Context: an optimization exercise on an open-source flow, tuned for small area. The choices shown serve that exercise and are no tape-out recipe.
At most, simulation tests tie the RTL to the original design; equivalence was not proved.
Power figures rest on the tool's default switching activity, not on a simulated workload.

==> trial 50 <==
==> flow/design.v <==
`timescale 1ns / 1ps
module fast_detector(
    input clk,
    input en,
    input [7:0] row_cnt,
    input [8:0] col_cnt,
    input [7:0] f_6,
    input [7:0] f_5,
    input [7:0] f_4,
    input [7:0] f_3,
    input [7:0] f_2,
    input [7:0] f_1,
    input [7:0] f_0,
    output is_FAST
    );
parameter ROW = 240;
parameter COL = 376;
reg [7:0] fast_row_cnt;
reg [8:0] fast_col_cnt;
reg start_cnt;
always @(posedge clk or negedge en) begin
    if (!en) begin
        fast_row_cnt <= 8'd7;
        fast_col_cnt <= 9'd6;
        start_cnt <= 1'b0;
    end
    else begin
        if (start_cnt) begin
            if (fast_col_cnt == COL - 1)
                fast_col_cnt <= 9'd0;
            else
                fast_col_cnt <= fast_col_cnt + 1'b1;
            if (fast_row_cnt == ROW - 1 && fast_col_cnt == COL - 1) begin
                fast_row_cnt <= 8'd0;
                start_cnt <= 1'b0;
            end
            else if (fast_col_cnt == COL - 1)
                fast_row_cnt <= fast_row_cnt + 1'b1;
        end
        else if (row_cnt == 8'd1 && col_cnt == 9'd33) begin
            fast_col_cnt <= 9'd7;
            start_cnt <= 1'b1;
        end
    end
end
reg [7:0] r0_1, r6_1;
reg [7:0] r1_1, r1_2, r5_1, r5_2;
reg [7:0] r2_1, r2_2, r2_3, r3_1, r3_2, r3_3, r4_1, r4_2, r4_3;
always @(posedge clk or negedge en) begin
    if (!en) begin
        r0_1 <= 8'd0; r6_1 <= 8'd0;
        r1_1 <= 8'd0; r1_2 <= 8'd0; r5_1 <= 8'd0; r5_2 <= 8'd0;
        r2_1 <= 8'd0; r2_2 <= 8'd0; r2_3 <= 8'd0;
        r3_1 <= 8'd0; r3_2 <= 8'd0; r3_3 <= 8'd0;
        r4_1 <= 8'd0; r4_2 <= 8'd0; r4_3 <= 8'd0;
    end
    else begin
        r0_1 <= f_0; r6_1 <= f_6;
        r1_1 <= f_1; r1_2 <= r1_1; r5_1 <= f_5; r5_2 <= r5_1;
        r2_1 <= f_2; r2_2 <= r2_1; r2_3 <= r2_2;
        r3_1 <= f_3; r3_2 <= r3_1; r3_3 <= r3_2;
        r4_1 <= f_4; r4_2 <= r4_1; r4_3 <= r4_2;
    end
end
function cy8;
    input [7:0] a;
    input [7:0] b;
    integer i;
    reg g;
    begin
        g = 1'b0;
        for (i = 0; i < 8; i = i + 1)
            g = (a[i] & b[i]) | ((a[i] | b[i]) & g);
        cy8 = g;
    end
endfunction
function [17:0] thr;
    input [7:0] c;
    reg [8:0] tb, td;
    begin
        tb = {1'b0, c} + 9'd25;
        td = {1'b0, c} - 9'd26;
        thr = {~tb[8], ~tb[7:0], ~td[8], ~td[7:0]};
    end
endfunction
function [1:0] cls;    
    input [7:0] p;
    input [17:0] t;
    begin
        cls[1] = t[17] & cy8(p, t[16:9]);
        cls[0] = t[8] & ~cy8(p, t[7:0]);
    end
endfunction
wire [17:0] t0 = thr(f_3);
wire [17:0] t1 = thr(r3_1);
wire [17:0] t3 = thr(r3_3);
wire [1:0] k0  = cls(f_0, t0);
wire [1:0] k8  = cls(f_6, t0);
wire [1:0] k9  = cls(r6_1, t0);
wire [1:0] k15 = cls(r0_1, t0);
wire [1:0] k10 = cls(r5_2, t0);
wire [1:0] k14 = cls(r1_2, t0);
wire [1:0] k11 = cls(r4_3, t0);
wire [1:0] k12;            
wire [1:0] k13 = cls(r2_3, t0);
wire [1:0] k1  = cls(f_0, t1);
wire [1:0] k7  = cls(f_6, t1);
wire [1:0] k2  = cls(r1_1, t3);
wire [1:0] k6  = cls(r5_1, t3);
wire [1:0] k3  = cls(f_2, t3);
wire [1:0] k4  = cls(f_3, t3);
assign k12 = {k4[0], k4[1]};
wire [1:0] k5  = cls(f_4, t3);
reg [17:0] s0_1, s0_2, s0_3;    
reg [3:0]  s1_1, s1_2;          
always @(posedge clk or negedge en) begin
    if (!en) begin
        s0_1 <= 18'd0; s0_2 <= 18'd0; s0_3 <= 18'd0;
        s1_1 <= 4'd0; s1_2 <= 4'd0;
    end
    else begin
        s0_1 <= {k0, k15, k14, k13, k12, k11, k10, k9, k8};
        s0_2 <= s0_1; s0_3 <= s0_2;
        s1_1 <= {k7, k1}; s1_2 <= s1_1;
    end
end
wire [31:0] ring_w;
assign ring_w[1:0]   = s0_3[17:16];
assign ring_w[3:2]   = s1_2[1:0];
assign ring_w[5:4]   = k2;
assign ring_w[7:6]   = k3;
assign ring_w[9:8]   = k4;
assign ring_w[11:10] = k5;
assign ring_w[13:12] = k6;
assign ring_w[15:14] = s1_2[3:2];
assign ring_w[31:16] = s0_3[15:0];
wire [15:0] rb, rd;
genvar gi;
generate for (gi = 0; gi < 16; gi = gi + 1) begin: g_unpack
    assign rb[gi] = ring_w[2*gi+1];
    assign rd[gi] = ring_w[2*gi];
end endgenerate
function [15:0] all9;
    input [15:0] v;
    reg [7:0] sa, pb, sb, pa;    
    integer i;
    begin
        sa[7] = v[7];  pa[0] = v[0];
        sb[7] = v[15]; pb[0] = v[8];
        for (i = 6; i >= 0; i = i - 1) begin
            sa[i] = sa[i+1] & v[i];
            sb[i] = sb[i+1] & v[i+8];
        end
        for (i = 1; i < 8; i = i + 1) begin
            pa[i] = pa[i-1] & v[i];
            pb[i] = pb[i-1] & v[i+8];
        end
        for (i = 0; i < 8; i = i + 1) begin
            all9[i]   = sa[i] & pb[i];
            all9[i+8] = sb[i] & pa[i];
        end
    end
endfunction
function fast_f;
    input [15:0] b;
    input [15:0] d;
    integer i;
    reg [15:0] run, a;
    reg hit;
    begin
        run = all9(b) | all9(d);
        hit = 1'b0;
        for (i = 0; i < 16; i = i + 1) begin
            if (i == 0)
                a[i] = b[0] | d[0];
            else
                a[i] = (b[i] | d[i]) & ~(a[i-1] & ((b[i-1] & d[i]) | (d[i-1] & b[i])));
            hit = hit | (a[i] & run[i]);
        end
        fast_f = hit;
    end
endfunction
wire corner = fast_f(rb, rd);
reg [24:0] dly;
always @(posedge clk or negedge en) begin
    if (!en) dly <= 25'd0;
    else dly <= {dly[23:0], corner};
end
assign is_FAST = dly[24] && (fast_row_cnt >= 8'd7 && fast_row_cnt <= 8'd231 && fast_col_cnt >= 9'd7 && fast_col_cnt <= 9'd367);
endmodule
==> flow/flow/run.sh <==
#!/bin/bash
# Standard layout, with two changes to how it is built:
#  - ports are buffered with the smallest buffer (buf_1) instead of the default pick
#  - clock tree: sink clusters sized for the flop clock-pin slew limit, no dummy loads
set -euo pipefail
export BUFFER_PORTS_ARGS="-buffer_cell sky130_fd_sc_hd__buf_1"
export CTS_ARGS="-sink_clustering_enable -repair_clock_nets -dont_use_dummy_load -buf_list sky130_fd_sc_hd__clkbuf_8 -sink_clustering_size 16 -sink_clustering_max_diameter 60"
bash standard.sh finish > standard_flow.log 2>&1
==> flow/standard.sh <==
#!/bin/bash
# synth_recipe.tcl (not shown) runs the flow's synth.tcl, then flattens the netlist and writes it again
# the make line also repeats each setting of config.mk as NAME=value (left out here)
make -C /OpenROAD-flow-scripts/flow DESIGN_CONFIG=/design/flow/config.mk WORK_HOME=/design/flow/orfs CLKGATE_MAP_FILE= SYNTH_SCRIPT=/design/flow/synth_recipe.tcl "${@:-finish}"
==> flow/config.mk <==
export PLATFORM = sky130hd
export DESIGN_NAME = fast_detector
export DESIGN_NICKNAME = fast_detector
export VERILOG_FILES = /design/flow/design.v
export SDC_FILE = /design/flow/constraint.sdc
export NUM_CORES = 4
export LEC_CHECK = 0
export CAP_MARGIN = 20
export CORE_MARGIN = 2
export CORE_UTILIZATION = 40
export SLEW_MARGIN = 20
==> flow/constraint.sdc <==
create_clock -name core_clock -period 5.0 [get_ports {clk}]
set_input_delay 1.0000 -clock core_clock [delete_from_list [all_inputs] [get_ports {clk}]]
set_output_delay 1.0000 -clock core_clock [all_outputs]
set_load 0.01 [all_outputs]
==> trial 86 (differences from trial 50) <==
--- a/flow/design.v
+++ b/flow/design.v
@@ -141,39 +141,38 @@
     assign rd[gi] = ring_w[2*gi];
 end endgenerate
-function [15:0] all9;
-    input [15:0] v;
-    reg [7:0] sa, pb, sb, pa;    
-    integer i;
-    begin
-        sa[7] = v[7];  pa[0] = v[0];
-        sb[7] = v[15]; pb[0] = v[8];
-        for (i = 6; i >= 0; i = i - 1) begin
-            sa[i] = sa[i+1] & v[i];
-            sb[i] = sb[i+1] & v[i+8];
-        end
-        for (i = 1; i < 8; i = i + 1) begin
-            pa[i] = pa[i-1] & v[i];
-            pb[i] = pb[i-1] & v[i+8];
-        end
-        for (i = 0; i < 8; i = i + 1) begin
-            all9[i]   = sa[i] & pb[i];
-            all9[i+8] = sb[i] & pa[i];
-        end
-    end
-endfunction
 function fast_f;
     input [15:0] b;
     input [15:0] d;
     integer i;
-    reg [15:0] run, a;
+    reg [15:0] n, e, a, run;
+    reg [7:0] sa, pb, sb, pa;    
     reg hit;
     begin
-        run = all9(b) | all9(d);
+        for (i = 0; i < 16; i = i + 1) begin
+            n[i] = b[i] | d[i];
+            e[i] = (b[i] & b[(i + 1) % 16]) | (d[i] & d[(i + 1) % 16]);
+        end
+        sa[7] = e[7];  pa[0] = e[0];
+        sb[7] = e[15]; pb[0] = e[8];
+        for (i = 6; i >= 0; i = i - 1) begin
+            sa[i] = sa[i+1] & e[i];
+            sb[i] = sb[i+1] & e[i+8];
+        end
+        for (i = 1; i < 8; i = i + 1) begin
+            pa[i] = pa[i-1] & e[i];
+            pb[i] = pb[i-1] & e[i+8];
+        end
+        run[0] = pa[7];
+        run[8] = pb[7];
+        for (i = 1; i < 8; i = i + 1) begin
+            run[i]   = sa[i] & pb[i-1];
+            run[i+8] = sb[i] & pa[i-1];
+        end
         hit = 1'b0;
         for (i = 0; i < 16; i = i + 1) begin
             if (i == 0)
-                a[i] = b[0] | d[0];
+                a[i] = n[0];
             else
-                a[i] = (b[i] | d[i]) & ~(a[i-1] & ((b[i-1] & d[i]) | (d[i-1] & b[i])));
+                a[i] = n[i] & (e[i-1] | ~a[i-1]);
             hit = hit | (a[i] & run[i]);
         end
==> flow/flow/run.sh (replaced) <==
#!/bin/bash
# Standard layout with these changes to how it is built:
#  - after the standard synthesis, its combinational logic is re-mapped for
#    area with ABC (registers, their names and cells are left untouched)
#  - ports are buffered with the smallest buffer (buf_1) instead of the default pick
#  - clock tree: sink clusters sized for the flop clock-pin slew limit, no dummy loads
set -euo pipefail
here=$(pwd)
res=$here/orfs/results/$FLOW_PLATFORM/fast_detector/base
lib=$FLOW_HOME/platforms/$FLOW_PLATFORM/lib/sky130_fd_sc_hd__tt_025C_1v80.lib
yosys_bin=$FLOW_HOME/../tools/install/yosys/bin/yosys
[ -x "$yosys_bin" ] || yosys_bin=yosys

export BUFFER_PORTS_ARGS="-buffer_cell sky130_fd_sc_hd__buf_1"
export CTS_ARGS="-sink_clustering_enable -repair_clock_nets -dont_use_dummy_load -buf_list sky130_fd_sc_hd__clkbuf_8 -sink_clustering_size 16 -sink_clustering_max_diameter 60"

# 1. standard synthesis
bash standard.sh synth > synth_flow.log 2>&1

# 2. area re-mapping of the combinational logic
cp "$res/1_2_yosys.v" "$here/standard_synth.v"
sed -e "s#LIBFILE#$lib#g" -e "s#INFILE#$here/standard_synth.v#" \
    -e "s#ABCSCRIPT#$here/flow/abc_area.script#" -e "s#OUTFILE#$here/resynth.v#" \
    -e "s#TOPNAME#$FLOW_TOP#" flow/resynth.ys > resynth_run.ys
"$yosys_bin" -s resynth_run.ys > resynth.log 2>&1
cp "$here/resynth.v" "$res/1_2_yosys.v"
rm -f "$res/1_synth.odb" "$res/1_synth.sdc"
touch "$res/1_2_yosys.v"

# 3. the rest of the standard layout on the re-mapped netlist
bash standard.sh finish > layout_flow.log 2>&1
==> flow/flow/abc_area.script (new file) <==
strash
&get -n
&st
&deepsyn -T 60
&put
dc2
&get -n
&st
&dch -f
&nf -a
&st
&dch -f
&nf -a
&put
topo
dnsize
==> flow/flow/resynth.ys (new file) <==
# Re-map the combinational logic of the standard synthesis netlist for area.
# Registers (and tie cells) are kept as they are: same instances, names and cells.
read_liberty -ignore_miss_func LIBFILE
read_verilog INFILE
hierarchy -top TOPNAME
setattr -mod -set keep_hierarchy 1 sky130_fd_sc_hd__df* sky130_fd_sc_hd__conb*
flatten
opt_clean -purge
techmap
opt -fast -purge
abc -liberty LIBFILE -script ABCSCRIPT -dont_use sky130_fd_sc_hd__lpflow_bleeder_1 -dont_use sky130_fd_sc_hd__lpflow_clkbufkapwr_1 -dont_use sky130_fd_sc_hd__lpflow_clkbufkapwr_16 -dont_use sky130_fd_sc_hd__lpflow_clkbufkapwr_2 -dont_use sky130_fd_sc_hd__lpflow_clkbufkapwr_4 -dont_use sky130_fd_sc_hd__lpflow_clkbufkapwr_8 -dont_use sky130_fd_sc_hd__lpflow_clkinvkapwr_1 -dont_use sky130_fd_sc_hd__lpflow_clkinvkapwr_16 -dont_use sky130_fd_sc_hd__lpflow_clkinvkapwr_2 -dont_use sky130_fd_sc_hd__lpflow_clkinvkapwr_4 -dont_use sky130_fd_sc_hd__lpflow_clkinvkapwr_8 -dont_use sky130_fd_sc_hd__lpflow_decapkapwr_12 -dont_use sky130_fd_sc_hd__lpflow_decapkapwr_3 -dont_use sky130_fd_sc_hd__lpflow_decapkapwr_4 -dont_use sky130_fd_sc_hd__lpflow_decapkapwr_6 -dont_use sky130_fd_sc_hd__lpflow_decapkapwr_8 -dont_use sky130_fd_sc_hd__lpflow_inputiso0n_1 -dont_use sky130_fd_sc_hd__lpflow_inputiso0p_1 -dont_use sky130_fd_sc_hd__lpflow_inputiso1n_1 -dont_use sky130_fd_sc_hd__lpflow_inputiso1p_1 -dont_use sky130_fd_sc_hd__lpflow_inputisolatch_1 -dont_use sky130_fd_sc_hd__lpflow_isobufsrc_1 -dont_use sky130_fd_sc_hd__lpflow_isobufsrc_16 -dont_use sky130_fd_sc_hd__lpflow_isobufsrc_2 -dont_use sky130_fd_sc_hd__lpflow_isobufsrc_4 -dont_use sky130_fd_sc_hd__lpflow_isobufsrc_8 -dont_use sky130_fd_sc_hd__lpflow_isobufsrckapwr_16 -dont_use sky130_fd_sc_hd__lpflow_lsbuf_lh_hl_isowell_tap_1 -dont_use sky130_fd_sc_hd__lpflow_lsbuf_lh_hl_isowell_tap_2 -dont_use sky130_fd_sc_hd__lpflow_lsbuf_lh_hl_isowell_tap_4 -dont_use sky130_fd_sc_hd__lpflow_lsbuf_lh_isowell_4 -dont_use sky130_fd_sc_hd__lpflow_lsbuf_lh_isowell_tap_1 -dont_use sky130_fd_sc_hd__lpflow_lsbuf_lh_isowell_tap_2 -dont_use sky130_fd_sc_hd__lpflow_lsbuf_lh_isowell_tap_4 -dont_use sky130_fd_sc_hd__probe_p_8 -dont_use sky130_fd_sc_hd__probec_p_8 
opt_clean -purge
hilomap -singleton -hicell sky130_fd_sc_hd__conb_1 HI -locell sky130_fd_sc_hd__conb_1 LO
insbuf -buf sky130_fd_sc_hd__buf_4 A X
splitnets
opt_clean -purge
blackbox sky130_fd_sc_hd__*
stat -liberty LIBFILE
write_verilog -noattr -nohex -nodec OUTFILE
Settings changed: GPL_TIMING_DRIVEN set to 0.
==> build 61 (differences from trial 50) <==
--- a/flow/design.v
+++ b/flow/design.v
@@ -94,4 +94,5 @@
 wire [17:0] t0 = thr(f_3);
 wire [17:0] t1 = thr(r3_1);
+wire [17:0] t2 = thr(r3_2);
 wire [17:0] t3 = thr(r3_3);
 wire [1:0] k0  = cls(f_0, t0);
@@ -106,6 +107,6 @@
 wire [1:0] k1  = cls(f_0, t1);
 wire [1:0] k7  = cls(f_6, t1);
-wire [1:0] k2  = cls(r1_1, t3);
-wire [1:0] k6  = cls(r5_1, t3);
+wire [1:0] k2  = cls(f_1, t2);
+wire [1:0] k6  = cls(f_5, t2);
 wire [1:0] k3  = cls(f_2, t3);
 wire [1:0] k4  = cls(f_3, t3);
@@ -114,8 +115,9 @@
 reg [17:0] s0_1, s0_2, s0_3;    
 reg [3:0]  s1_1, s1_2;          
+reg [3:0]  s2_1;                
 always @(posedge clk or negedge en) begin
     if (!en) begin
         s0_1 <= 18'd0; s0_2 <= 18'd0; s0_3 <= 18'd0;
-        s1_1 <= 4'd0; s1_2 <= 4'd0;
+        s1_1 <= 4'd0; s1_2 <= 4'd0; s2_1 <= 4'd0;
     end
     else begin
@@ -123,4 +125,5 @@
         s0_2 <= s0_1; s0_3 <= s0_2;
         s1_1 <= {k7, k1}; s1_2 <= s1_1;
+        s2_1 <= {k6, k2};
     end
 end
@@ -128,9 +131,9 @@
 assign ring_w[1:0]   = s0_3[17:16];
 assign ring_w[3:2]   = s1_2[1:0];
-assign ring_w[5:4]   = k2;
+assign ring_w[5:4]   = s2_1[1:0];
 assign ring_w[7:6]   = k3;
 assign ring_w[9:8]   = k4;
 assign ring_w[11:10] = k5;
-assign ring_w[13:12] = k6;
+assign ring_w[13:12] = s2_1[3:2];
 assign ring_w[15:14] = s1_2[3:2];
 assign ring_w[31:16] = s0_3[15:0];
@@ -141,40 +144,23 @@
     assign rd[gi] = ring_w[2*gi];
 end endgenerate
-function [15:0] all9;
-    input [15:0] v;
-    reg [7:0] sa, pb, sb, pa;    
-    integer i;
-    begin
-        sa[7] = v[7];  pa[0] = v[0];
-        sb[7] = v[15]; pb[0] = v[8];
-        for (i = 6; i >= 0; i = i - 1) begin
-            sa[i] = sa[i+1] & v[i];
-            sb[i] = sb[i+1] & v[i+8];
-        end
-        for (i = 1; i < 8; i = i + 1) begin
-            pa[i] = pa[i-1] & v[i];
-            pb[i] = pb[i-1] & v[i+8];
-        end
-        for (i = 0; i < 8; i = i + 1) begin
-            all9[i]   = sa[i] & pb[i];
-            all9[i+8] = sb[i] & pa[i];
-        end
-    end
-endfunction
 function fast_f;
     input [15:0] b;
     input [15:0] d;
-    integer i;
-    reg [15:0] run, a;
-    reg hit;
+    integer i, j;
+    reg a, hit, allb, alld;
     begin
-        run = all9(b) | all9(d);
         hit = 1'b0;
+        a = 1'b0;
         for (i = 0; i < 16; i = i + 1) begin
             if (i == 0)
-                a[i] = b[0] | d[0];
+                a = b[0] | d[0];
             else
-                a[i] = (b[i] | d[i]) & ~(a[i-1] & ((b[i-1] & d[i]) | (d[i-1] & b[i])));
-            hit = hit | (a[i] & run[i]);
+                a = (b[i] | d[i]) & ~(a & ((b[i-1] & d[i]) | (d[i-1] & b[i])));
+            allb = 1'b1; alld = 1'b1;
+            for (j = 0; j < 9; j = j + 1) begin
+                allb = allb & b[(i + j) % 16];
+                alld = alld & d[(i + j) % 16];
+            end
+            hit = hit | (a & (allb | alld));
         end
         fast_f = hit;
==> flow/run.sh (new file) <==
#!/bin/bash
# synth_recipe.tcl (not shown) runs the flow's synth.tcl, then flattens the netlist and writes it again
# the make line also repeats each setting of config.mk as NAME=value (left out here)
make -C /OpenROAD-flow-scripts/flow DESIGN_CONFIG=/design/flow/config.mk WORK_HOME=/design/flow/orfs CLKGATE_MAP_FILE= SYNTH_SCRIPT=/design/flow/synth_recipe.tcl finish
removed: flow/flow/run.sh
removed: flow/standard.sh
==> notes <==
Trial 86 ran to the end with no violations. Trial 50 finished clean. Build 61 went through all stages and came out clean.
The lowest first-iteration DRC count belongs to trial 50, the highest to trial 86.
In trial 86 the fmax is lower than in trial 50, by 4.7%.
The lowest total power belongs to trial 86, the highest to build 61.
In build 61 the final cell count is larger than in trial 86, by about 20%.
Between trial 86 and build 61, the lower sequential power is in trial 86 (gap about 7%, measured against build 61).
Against trial 86, the register-to-register slack of trial 50 is higher by 220 ps.
For build 61, only the layout was checked, not whether the RTL still works.

-- re-timing with driven ports --
The flow's constraints put no driver on any port. The routed layouts listed below were extracted and timed again, unchanged, in two steps. Step 1, drivers: a clkbuf_16 drives clk and a buf_2 each remaining input, both assumed. Step 2, shift: input delay + t, output delay - t, t = (earliest + latest rising clock arrival at the registers) / 2. This alone moves slack from input paths to output paths. Slacks: no drivers / after step 1 / after step 2; pairs: no drivers / after step 1.
| run | t (ns) | setup WS [ns] | hold slack, ns | pins driven straight from the clock port |
|---|---|---|---|---|
| trial 50 | 0.577 | 0.501 / 0.501 / 0.501 | 0.300 / 0.300 / 0.300 | 1 |
| trial 86 | 0.549 | 0.279 / 0.279 / -0.197 | 0.310 / 0.310 / 0.310 | 1 |
| build 61 | 0.548 | 0.664 / 0.686 / 0.138 | 0.341 / 0.341 / 0.341 | 1 |
Met with ideal ports but missed after step 2: setup timing in trial 86. For build 61, which loses most, drivers alone change the setup slack by +0.022 ns; drivers and shift together by -0.526 ns.
